Context: an optimization exercise on an open-source flow, tuned for small area and a short achievable clock period. The choices shown serve that exercise and are no tape-out recipe.
The RTL was checked by simulation tests, not by an equivalence proof against the original design.
Power and IR drop assume default switching activity.

### flow/design.v
package rtl_pkg;
typedef struct packed {
                       logic misp;
                       logic ataken;
                       logic boffset;
                       logic pc4;
                       logic [1:0] hist;
                       logic [11:0] toffset;
                       logic valid;
                       logic br_error;
                       logic br_start_error;
                       logic pcall;
                       logic pja;
                       logic way;
                       logic pret;
                       logic [31:1] prett;
                       } rtl_predict_pkt_t;
typedef struct packed {
                       logic clz;   
                       logic ctz;   
                       logic cpop;
                       logic siext_b;
                       logic siext_h;
                       logic min;
                       logic max;
                       logic pack;
                       logic packu;
                       logic packh;
                       logic rol;  
                       logic ror;  
                       logic grev;
                       logic gorc;
                       logic zbb;
                       logic bset;
                       logic bclr;
                       logic binv;
                       logic bext;
                       logic sh1add;  
                       logic sh2add;  
                       logic sh3add;  
                       logic zba;  
                       logic land;  
                       logic lor;  
                       logic lxor;  
                       logic sll;  
                       logic srl;  
                       logic sra;  
                       logic beq;
                       logic bne;
                       logic blt;
                       logic bge;
                       logic add;     
                       logic sub;     
                       logic slt;     
                       logic unsign;  
                       logic jal;
                       logic predict_t;
                       logic predict_nt;
                       logic csr_write;
                       logic csr_imm;
                       } rtl_alu_pkt_t;
endpackage  
module rvdff #( parameter WIDTH=1, SHORT=0 )
   (
     input logic [WIDTH-1:0] din,
     input logic           clk,
     input logic                   rst_l,
     output logic [WIDTH-1:0] dout
     );
if (SHORT == 1) begin
   assign dout = din;
end
else begin
   always_ff @(posedge clk or negedge rst_l) begin
      if (rst_l == 0)
        dout[WIDTH-1:0] <= 0;
      else
        dout[WIDTH-1:0] <= din[WIDTH-1:0];
   end
end
endmodule
module rvdffs #( parameter WIDTH=1, SHORT=0 )
   (
     input logic [WIDTH-1:0] din,
     input logic             en,
     input logic           clk,
     input logic                   rst_l,
     output logic [WIDTH-1:0] dout
     );
if (SHORT == 1) begin : genblock
   assign dout = din;
end
else begin : genblock
   rvdff #(WIDTH) dffs (.din((en) ? din[WIDTH-1:0] : dout[WIDTH-1:0]), .*);
end
endmodule
module rvdffe #( parameter WIDTH=1, SHORT=0, OVERRIDE=0 )
   (
     input  logic [WIDTH-1:0] din,
     input  logic           en,
     input  logic           clk,
     input  logic           rst_l,
     input  logic             scan_mode,
     output logic [WIDTH-1:0] dout
     );
   logic                      l1clk;
if (SHORT == 1) begin : genblock
   if (1) begin : genblock
      assign dout = din;
   end
end
else begin : genblock
      rvdffs #(WIDTH) dff ( .* );
end  
endmodule  
module Bit_Manipulation_Unit
(
    input logic clk,        
    input logic rst_l,      
    input logic scan_mode,  
    input logic                valid_in,        
    input logic         [41:0] ap,              
    input logic                csr_ren_in,      
    input logic         [31:0] csr_rddata_in,   
    input logic signed  [31:0] a_in,            
    input logic         [31:0] b_in,            
    output logic [31:0] result_ff,   
    output logic error
);
  rtl_pkg::rtl_alu_pkt_t p;
  assign p = ap;
  logic [31:0] a, b;
  assign a = a_in;
  assign b = b_in;
  logic err;
  assign err   = (csr_ren_in & (|ap)) |
                 (~p.zba & (p.sh1add | p.sh2add | p.sh3add)) |
                 (p.zba & p.sub);
  assign error = rst_l & err;
  logic [31:0] bz, lout;
  assign bz   = b ^ {32{p.zbb}};
  assign lout = ({32{csr_ren_in}} & csr_rddata_in) |
                ({32{p.land}} & a & bz) |
                ({32{p.lor}}  & (a | bz)) |
                ({32{p.lxor}} & (a ^ bz));
  logic [31:0] x, y, sum;
  logic        cout;
  assign x = ({32{~p.zba}}    & a) |
             ({32{p.sh1add}}  & {a[30:0], 1'b0}) |
             ({32{p.sh2add}}  & {a[29:0], 2'b0}) |
             ({32{p.sh3add}}  & {a[28:0], 3'b0});
  assign y = b ^ {32{p.sub}};
  assign {cout, sum} = {1'b0, x} + {1'b0, y} + {32'b0, p.sub};
  logic ov, lt;
  assign ov = (~a[31] & ~y[31] & sum[31]) | (a[31] & y[31] & ~sum[31]);
  assign lt = (~p.unsign & (sum[31] ^ ov)) | (p.unsign & ~cout);
  logic sel_adder;
  assign sel_adder = (p.add | p.sub | p.zba) & ~p.slt & ~p.min & ~p.max;
  logic       lsh, rsh, rot;
  logic [4:0] s;
  assign lsh = p.sll | p.rol;
  assign rsh = p.srl | p.sra | p.ror | p.bext;
  assign rot = p.sll | p.rol | p.ror;
  assign s   = ({5{lsh}} & (5'd0 - b[4:0])) | ({5{rsh}} & b[4:0]);
  logic [31:0] r0, r1, r2, r3, r4;
  assign r0 = s[0] ? {a[0],     a[31:1]}  : a;
  assign r1 = s[1] ? {r0[1:0],  r0[31:2]} : r0;
  assign r2 = s[2] ? {r1[3:0],  r1[31:4]} : r1;
  assign r3 = s[3] ? {r2[7:0],  r2[31:8]} : r2;
  assign r4 = s[4] ? {r3[15:0], r3[31:16]} : r3;
  logic [31:0] sout;
  always_comb
    for (int i = 0; i < 32; i++) begin
      logic wrap, keep;
      wrap = ({1'b0, s} + 6'(i)) > 6'd31;
      keep = ~p.sll | (5'(i) >= b[4:0]);
      sout[i] = keep & (wrap ? ((rot & r4[i]) | (p.sra & a[31])) : r4[i]);
    end
  logic sel_shift;
  assign sel_shift = p.sll | p.srl | p.sra | p.rol | p.ror;
  logic [31:0] lz_in;
  always_comb
    for (int i = 0; i < 32; i++) lz_in[i] = (p.clz & a[i]) | (p.ctz & a[31-i]);
  logic [15:0] v1; logic [15:0][0:0] c1;
  logic [7:0]  v2; logic [7:0][1:0]  c2;
  logic [3:0]  v3; logic [3:0][2:0]  c3;
  logic [1:0]  v4; logic [1:0][3:0]  c4;
  logic        v5; logic [4:0]       c5;
  always_comb begin
    for (int k = 0; k < 16; k++) begin
      v1[k] = lz_in[2*k+1] | lz_in[2*k];
      c1[k] = ~lz_in[2*k+1];
    end
    for (int k = 0; k < 8; k++) begin
      v2[k] = v1[2*k+1] | v1[2*k];
      c2[k] = v1[2*k+1] ? {1'b0, c1[2*k+1]} : {1'b1, c1[2*k]};
    end
    for (int k = 0; k < 4; k++) begin
      v3[k] = v2[2*k+1] | v2[2*k];
      c3[k] = v2[2*k+1] ? {1'b0, c2[2*k+1]} : {1'b1, c2[2*k]};
    end
    for (int k = 0; k < 2; k++) begin
      v4[k] = v3[2*k+1] | v3[2*k];
      c4[k] = v3[2*k+1] ? {1'b0, c3[2*k+1]} : {1'b1, c3[2*k]};
    end
    v5 = v4[1] | v4[0];
    c5 = v4[1] ? {1'b0, c4[1]} : {1'b1, c4[0]};
  end
  logic [5:0] lzc;
  assign lzc = {6{p.clz | p.ctz}} & {~v5, {5{v5}} & c5};
  logic [5:0] pc;
  wire pc_s0 = a[0] ^ a[1] ^ a[2];
  wire pc_c0 = (a[0] & a[1]) | (a[0] & a[2]) | (a[1] & a[2]);
  wire pc_s1 = a[3] ^ a[4] ^ a[5];
  wire pc_c1 = (a[3] & a[4]) | (a[3] & a[5]) | (a[4] & a[5]);
  wire pc_s2 = a[6] ^ a[7] ^ a[8];
  wire pc_c2 = (a[6] & a[7]) | (a[6] & a[8]) | (a[7] & a[8]);
  wire pc_s3 = a[9] ^ a[10] ^ a[11];
  wire pc_c3 = (a[9] & a[10]) | (a[9] & a[11]) | (a[10] & a[11]);
  wire pc_s4 = a[12] ^ a[13] ^ a[14];
  wire pc_c4 = (a[12] & a[13]) | (a[12] & a[14]) | (a[13] & a[14]);
  wire pc_s5 = a[15] ^ a[16] ^ a[17];
  wire pc_c5 = (a[15] & a[16]) | (a[15] & a[17]) | (a[16] & a[17]);
  wire pc_s6 = a[18] ^ a[19] ^ a[20];
  wire pc_c6 = (a[18] & a[19]) | (a[18] & a[20]) | (a[19] & a[20]);
  wire pc_s7 = a[21] ^ a[22] ^ a[23];
  wire pc_c7 = (a[21] & a[22]) | (a[21] & a[23]) | (a[22] & a[23]);
  wire pc_s8 = a[24] ^ a[25] ^ a[26];
  wire pc_c8 = (a[24] & a[25]) | (a[24] & a[26]) | (a[25] & a[26]);
  wire pc_s9 = a[27] ^ a[28] ^ a[29];
  wire pc_c9 = (a[27] & a[28]) | (a[27] & a[29]) | (a[28] & a[29]);
  wire pc_s10 = pc_s0 ^ pc_s1 ^ pc_s2;
  wire pc_c10 = (pc_s0 & pc_s1) | (pc_s0 & pc_s2) | (pc_s1 & pc_s2);
  wire pc_s11 = pc_s3 ^ pc_s4 ^ pc_s5;
  wire pc_c11 = (pc_s3 & pc_s4) | (pc_s3 & pc_s5) | (pc_s4 & pc_s5);
  wire pc_s12 = pc_s6 ^ pc_s7 ^ pc_s8;
  wire pc_c12 = (pc_s6 & pc_s7) | (pc_s6 & pc_s8) | (pc_s7 & pc_s8);
  wire pc_s13 = pc_s9 ^ a[30] ^ a[31];
  wire pc_c13 = (pc_s9 & a[30]) | (pc_s9 & a[31]) | (a[30] & a[31]);
  wire pc_s14 = pc_c0 ^ pc_c1 ^ pc_c2;
  wire pc_c14 = (pc_c0 & pc_c1) | (pc_c0 & pc_c2) | (pc_c1 & pc_c2);
  wire pc_s15 = pc_c3 ^ pc_c4 ^ pc_c5;
  wire pc_c15 = (pc_c3 & pc_c4) | (pc_c3 & pc_c5) | (pc_c4 & pc_c5);
  wire pc_s16 = pc_c6 ^ pc_c7 ^ pc_c8;
  wire pc_c16 = (pc_c6 & pc_c7) | (pc_c6 & pc_c8) | (pc_c7 & pc_c8);
  wire pc_s17 = pc_s10 ^ pc_s11 ^ pc_s12;
  wire pc_c17 = (pc_s10 & pc_s11) | (pc_s10 & pc_s12) | (pc_s11 & pc_s12);
  wire pc_s18 = pc_c10 ^ pc_c11 ^ pc_c12;
  wire pc_c18 = (pc_c10 & pc_c11) | (pc_c10 & pc_c12) | (pc_c11 & pc_c12);
  wire pc_s19 = pc_c13 ^ pc_s14 ^ pc_s15;
  wire pc_c19 = (pc_c13 & pc_s14) | (pc_c13 & pc_s15) | (pc_s14 & pc_s15);
  wire pc_s20 = pc_c14 ^ pc_c15 ^ pc_c16;
  wire pc_c20 = (pc_c14 & pc_c15) | (pc_c14 & pc_c16) | (pc_c15 & pc_c16);
  wire pc_s21 = pc_s17 ^ pc_s13;
  wire pc_c21 = pc_s17 & pc_s13;
  wire pc_s22 = pc_c17 ^ pc_s18 ^ pc_s19;
  wire pc_c22 = (pc_c17 & pc_s18) | (pc_c17 & pc_s19) | (pc_s18 & pc_s19);
  wire pc_s23 = pc_c18 ^ pc_c19 ^ pc_s20;
  wire pc_c23 = (pc_c18 & pc_c19) | (pc_c18 & pc_s20) | (pc_c19 & pc_s20);
  wire pc_s24 = pc_c21 ^ pc_s22 ^ pc_s16;
  wire pc_c24 = (pc_c21 & pc_s22) | (pc_c21 & pc_s16) | (pc_s22 & pc_s16);
  wire pc_s25 = pc_s24 ^ pc_c9;
  wire pc_c25 = pc_s24 & pc_c9;
  wire pc_s26 = pc_c24 ^ pc_c22 ^ pc_s23;
  wire pc_c26 = (pc_c24 & pc_c22) | (pc_c24 & pc_s23) | (pc_c22 & pc_s23);
  wire pc_s27 = pc_c25 ^ pc_s26;
  wire pc_c27 = pc_c25 & pc_s26;
  wire pc_s28 = pc_c26 ^ pc_c23 ^ pc_c20;
  wire pc_c28 = (pc_c26 & pc_c23) | (pc_c26 & pc_c20) | (pc_c23 & pc_c20);
  wire pc_s29 = pc_c27 ^ pc_s28;
  wire pc_c29 = pc_c27 & pc_s28;
  wire pc_s30 = pc_c29 ^ pc_c28;
  wire pc_c30 = pc_c29 & pc_c28;
  assign pc[0] = pc_s21;
  assign pc[1] = pc_s25;
  assign pc[2] = pc_s27;
  assign pc[3] = pc_s29;
  assign pc[4] = pc_s30;
  assign pc[5] = pc_c30;
  logic [31:0] misc;
  logic sel_a, mm, rev8, orcb;
  assign mm    = p.min | p.max;
  assign sel_a = ~lt ^ p.min;
  assign rev8  = p.grev & (b[4:0] == 5'b11000);
  assign orcb  = p.gorc & (b[4:0] == 5'b00111);
  logic [31:0] oh;
  always_comb
    for (int i = 0; i < 32; i++) oh[i] = (b[4:0] == 5'(i));
  assign misc = ({32{p.csr_write}} & (p.csr_imm ? b : a)) |
                ({32{p.siext_b}} & {{24{a[7]}}, a[7:0]}) |
                ({32{p.siext_h}} & {{16{a[15]}}, a[15:0]}) |
                ({32{mm & sel_a}} & a) | ({32{mm & ~sel_a}} & b) |
                ({32{p.pack}}  & {b[15:0], a[15:0]}) |
                ({32{p.packh}} & {16'b0, b[7:0], a[7:0]}) |
                ({32{rev8}} & {a[7:0], a[15:8], a[23:16], a[31:24]}) |
                ({32{orcb}} & {{8{|a[31:24]}}, {8{|a[23:16]}}, {8{|a[15:8]}}, {8{|a[7:0]}}}) |
                ({32{p.bset}} & (a | oh)) |
                ({32{p.bclr}} & (a & ~oh)) |
                ({32{p.binv}} & (a ^ oh));
  logic [31:0] res;
  assign res = err ? 32'b0 :
               (lout | misc |
                ({32{sel_shift}} & sout) |
                ({32{sel_adder}} & sum) |
                {31'b0, (p.slt & lt) | (p.bext & sout[0])} |
                {26'b0, lzc} |
                {26'b0, {6{p.cpop}} & pc});
  always_ff @(posedge clk or negedge rst_l)
    if (!rst_l)        result_ff <= '0;
    else if (valid_in) result_ff <= res;
endmodule
### flow/run.sh
#!/bin/bash
# synth_recipe.tcl (not shown) runs the flow's synth.tcl, then flattens the netlist and writes it again
# the make line also repeats each setting of config.mk as NAME=value (left out here)
make -C /OpenROAD-flow-scripts/flow DESIGN_CONFIG=/design/flow/config.mk WORK_HOME=/design/flow/orfs CLKGATE_MAP_FILE= SYNTH_SCRIPT=/design/flow/synth_recipe.tcl finish
### flow/config.mk
export PLATFORM = sky130hd
export DESIGN_NAME = Bit_Manipulation_Unit
export DESIGN_NICKNAME = Bit_Manipulation_Unit
export VERILOG_FILES = /design/flow/design.v
export SDC_FILE = /design/flow/constraint.sdc
export NUM_CORES = 4
export LEC_CHECK = 0
export CAP_MARGIN = 20
export CORE_MARGIN = 2
export CORE_UTILIZATION = 40
export SLEW_MARGIN = 20
### flow/constraint.sdc
create_clock -name core_clock -period 24.0 [get_ports {clk}]
set_input_delay 4.8000 -clock core_clock [delete_from_list [all_inputs] [get_ports {clk}]]
set_output_delay 4.8000 -clock core_clock [all_outputs]
set_load 0.01 [all_outputs]
==> reports/metrics.yaml <==
status: "timing/DRC/antenna clean"
hold_depth: 1
cts_tree: "built"
h-tree-depth: 2
finalHoldViolCount: 0
final_max_slew_viol_count: 0
final_common_cell: "nand2_1"
die_h_um: 188
rows: 67
cp-endpoint: "error"
worst-r2r-cell-count: 6
fp.dieArea_um2: 35300
yosysTopAreaCellShare_pct: 13.7
period_minus_slack_ns: 13.06
final_net_count: 2349
finalWeightedCongestion: 1.05
antenna_found_initial: 3
avgSynthCellArea_um2: 6.92
clock_latency_ns: 0.28
cp-end-kind: "output pin"
worstMarginPinSlew_ns: 1.29
hold_buffers: 0
clkSinkCount: 32
dr_total_vias: 17733
yosys-top-cells-area: "ha_1, o21ai_0, nand2_1"
clockRootBuffer: "clkbuf_16"
top_regs: "result_ff x32"
cts_buffers: 5
cts_resized: 0
grt_overflow_total: 0
cts_setup_buffers: 0
max_slew_margin_pct: 13.5
syn_area_um2: 13500
cp.required_ns: 19.20
synth_top_area_cell: "ha_1"
powerDensity_nw_per_um2: 41.3
setup_tns_ns: 0
largest_reg_flops: 32
clock.fmax_mhz: 76.6
rsz0062_at_grt: "false"
drive_above_1_share_pct: 5.61
vdd_drop_max_uv: 66.4
arrival_ns: 8.26
synth.distinct_cells: 77
min_path_type: "reg2reg"
critPathLaunchType: "primary input"
top_register: "result_ff"
p_leak_nw: 6.49
route.detailed.drc: 0
routed_wl_um: 78200
syn-num-nets: 2274
cp_max_fo: 16
area_delta_synth_final_pct: 17.3
firstDrtPassIters: 7
r2r_slack_ns: 22.46
synth.yosys.seq_area_share_pct: 5.91
ys.flop_type: "dfrtp_1"
synthCells: 1956
fin_skew_ns: 0
layout.cells.non_filler: 2483
avgViaCountPerCell: 7.14
maxCapViolations: 0
synth_edf_count: 0
track_usage_pct: 42.7
cts.clk_slew.worst_paths_ns: 0.05
yosys_warnings: 1
grt_pass1_wl_um: 113000
grt_max_degree: 46
core-area_um2: 33400
ant_nets: 0
async_reset_ff_share_pct: 100
ios: 176
clockBufferDepth: 2
cp-startpoint: "ap[15]"
critical_path_class: "in2out"
dp_hpwl_um: 55500
r2r_end: "result_ff[30]"
initial_core_util_pct: 40.5
post-place-cells: 2471
portBuffers: 174
finalCritPeriodShare_pct: 54.4
wl_per_cell_um: 31.5
grt_pass1_vias: 16641
r2r-start: "result_ff[30]"
final_cell_mix: "nand2_1, o21ai_0, clkdlybuf4s50_1"
ys_ff_latch: 32
die_w_um: 188
finalSetupViolCount: 0
drt-initial-drc-count: 2950
-- metal layers --
| layer | track usage, % | wire length (um) | part of all wire, % |
|---|---|---|---|
| met3 | 12.6 | 11600 | 15 |
| met1 | 56.7 | 30100 | 38 |
| met2 | 60.2 | 30600 | 39 |
| met5 | 0.137 | 16 | 0.020 |
| met4 | 26.6 | 5890 | 7.5 |
-- cells in the mapped netlist, types with 9 or more instances --
cell and count:
a22oi_1 44, a211oi_1 23, a222oi_1 16, o2bb2ai_1 9, a2111oi_0 13, buf_1 17, and3_1 12, buf_2 13
a221o_1 39, clkbuf_1 152, a31oi_1 28, a21oi_1 139, nor2_1 79, ha_1 148, o21a_1 11, o211ai_1 23
nand3_1 49, mux2i_1 90, o2111ai_1 16, fa_1 27, a221oi_1 51, dfrtp_1 32, a21o_1 18, nor3_1 36
inv_1 84, nand2_1 268, o21ai_0 211, nor2b_1 16, o31ai_1 9, xor2_1 40, a2bb2oi_1 11, o22ai_1 13
nand4_1 29, xnor2_1 50, nor4_1 15, a22o_1 10
-- kinds of logic after synthesis --
family | synth area share, %
compound gates | 37.4
xor+xnor | 5.82
fa+ha+maj | 17.7
buf+inv | 7.72
flops | 5.91
mux | 7.35
simple gates | 18.0
-- area by class of cell --
| class | count | area (um^2) |
|---|---|---|
| fill | 3452 | 17600 |
| tap | 448 | 561 |
| antenna | 3 | 7.51 |
| multi-input combinational | 1653 | 11700 |
| sequential | 32 | 801 |
| inverter | 87 | 327 |
| clock buffer | 8 | 146 |
| timing repair buffer | 252 | 2310 |
-- stage by stage --
| stage | total power, W | util (%) | instance area, um^2 | hold WS, ns | setup slack (ns) |
|---|---|---|---|---|---|
| global placement | 0.000569 | 47.0 | 15700 | 0.471 | 11.09 |
| detailed placement | 0.000573 | 47.0 | 15700 | 0.476 | 11.07 |
| CTS | 0.000638 | 47.4 | 15900 | 0.490 | 11.09 |
| floorplan | 0.000377 | - | 13500 | 0.521 | 12.53 |
| global route | 0.000698 | 47.5 | 15900 | 0.496 | 10.86 |
| finish | 0.000657 | 47.5 | 15900 | 0.483 | 10.94 |
-- worst min-delay path by stage --
stage                             start       endpoint  slack [ns]
after global routing      result_ff[25]  result_ff[25]        0.50
after global placement    result_ff[22]  result_ff[22]        0.47
after floorplan            result_ff[0]   result_ff[0]        0.52
final                     result_ff[25]  result_ff[25]        0.48
after detailed placement  result_ff[25]  result_ff[25]        0.48
after CTS                 result_ff[25]  result_ff[25]        0.49
-- power by group --
part	switching (W)	internal (W)	total, W
registers	0.00000369	0.0000593	0.0000629
logic	0.000334	0.000196	0.000530
clock network	0.0000222	0.0000413	0.0000635
total	0.000360	0.000297	0.000657
-- critical path: stages --
cell	delay, ns
clkdlybuf4s50_1	0.82
or2_2	0.56
nor2_1	0.31
nand4_1	0.23
or3_1	0.43
a221oi_1	0.34
buf_4	0.24
nor2b_1	0.06
clkdlybuf4s50_1	0.47

==> static timing again, ports no longer ideal <==
How much do the figures lean on ideal ports? The routed layout below was timed once more, with nothing changed but the port constraints.
Step 1: set_driving_cell puts a clkbuf_16 on clk and a buf_2 on each other input, an assumption about the parent block.
Step 2 also shifts input and output timing later by t, the mid clock arrival at the registers, as if the neighbouring blocks saw the same clock.
a / b / c = ideal / step 1 / step 2; a / b = the first two.
t (ns): 0.307
slack for setup (ns): 10.937 / 10.913 / 10.913
latest minus earliest clock arrival (ns): 0.006 / 0.006
After both steps setup and hold are still met in this run. The setup slack of this run moves by -0.024 ns with the drivers and by -0.024 ns with both steps.
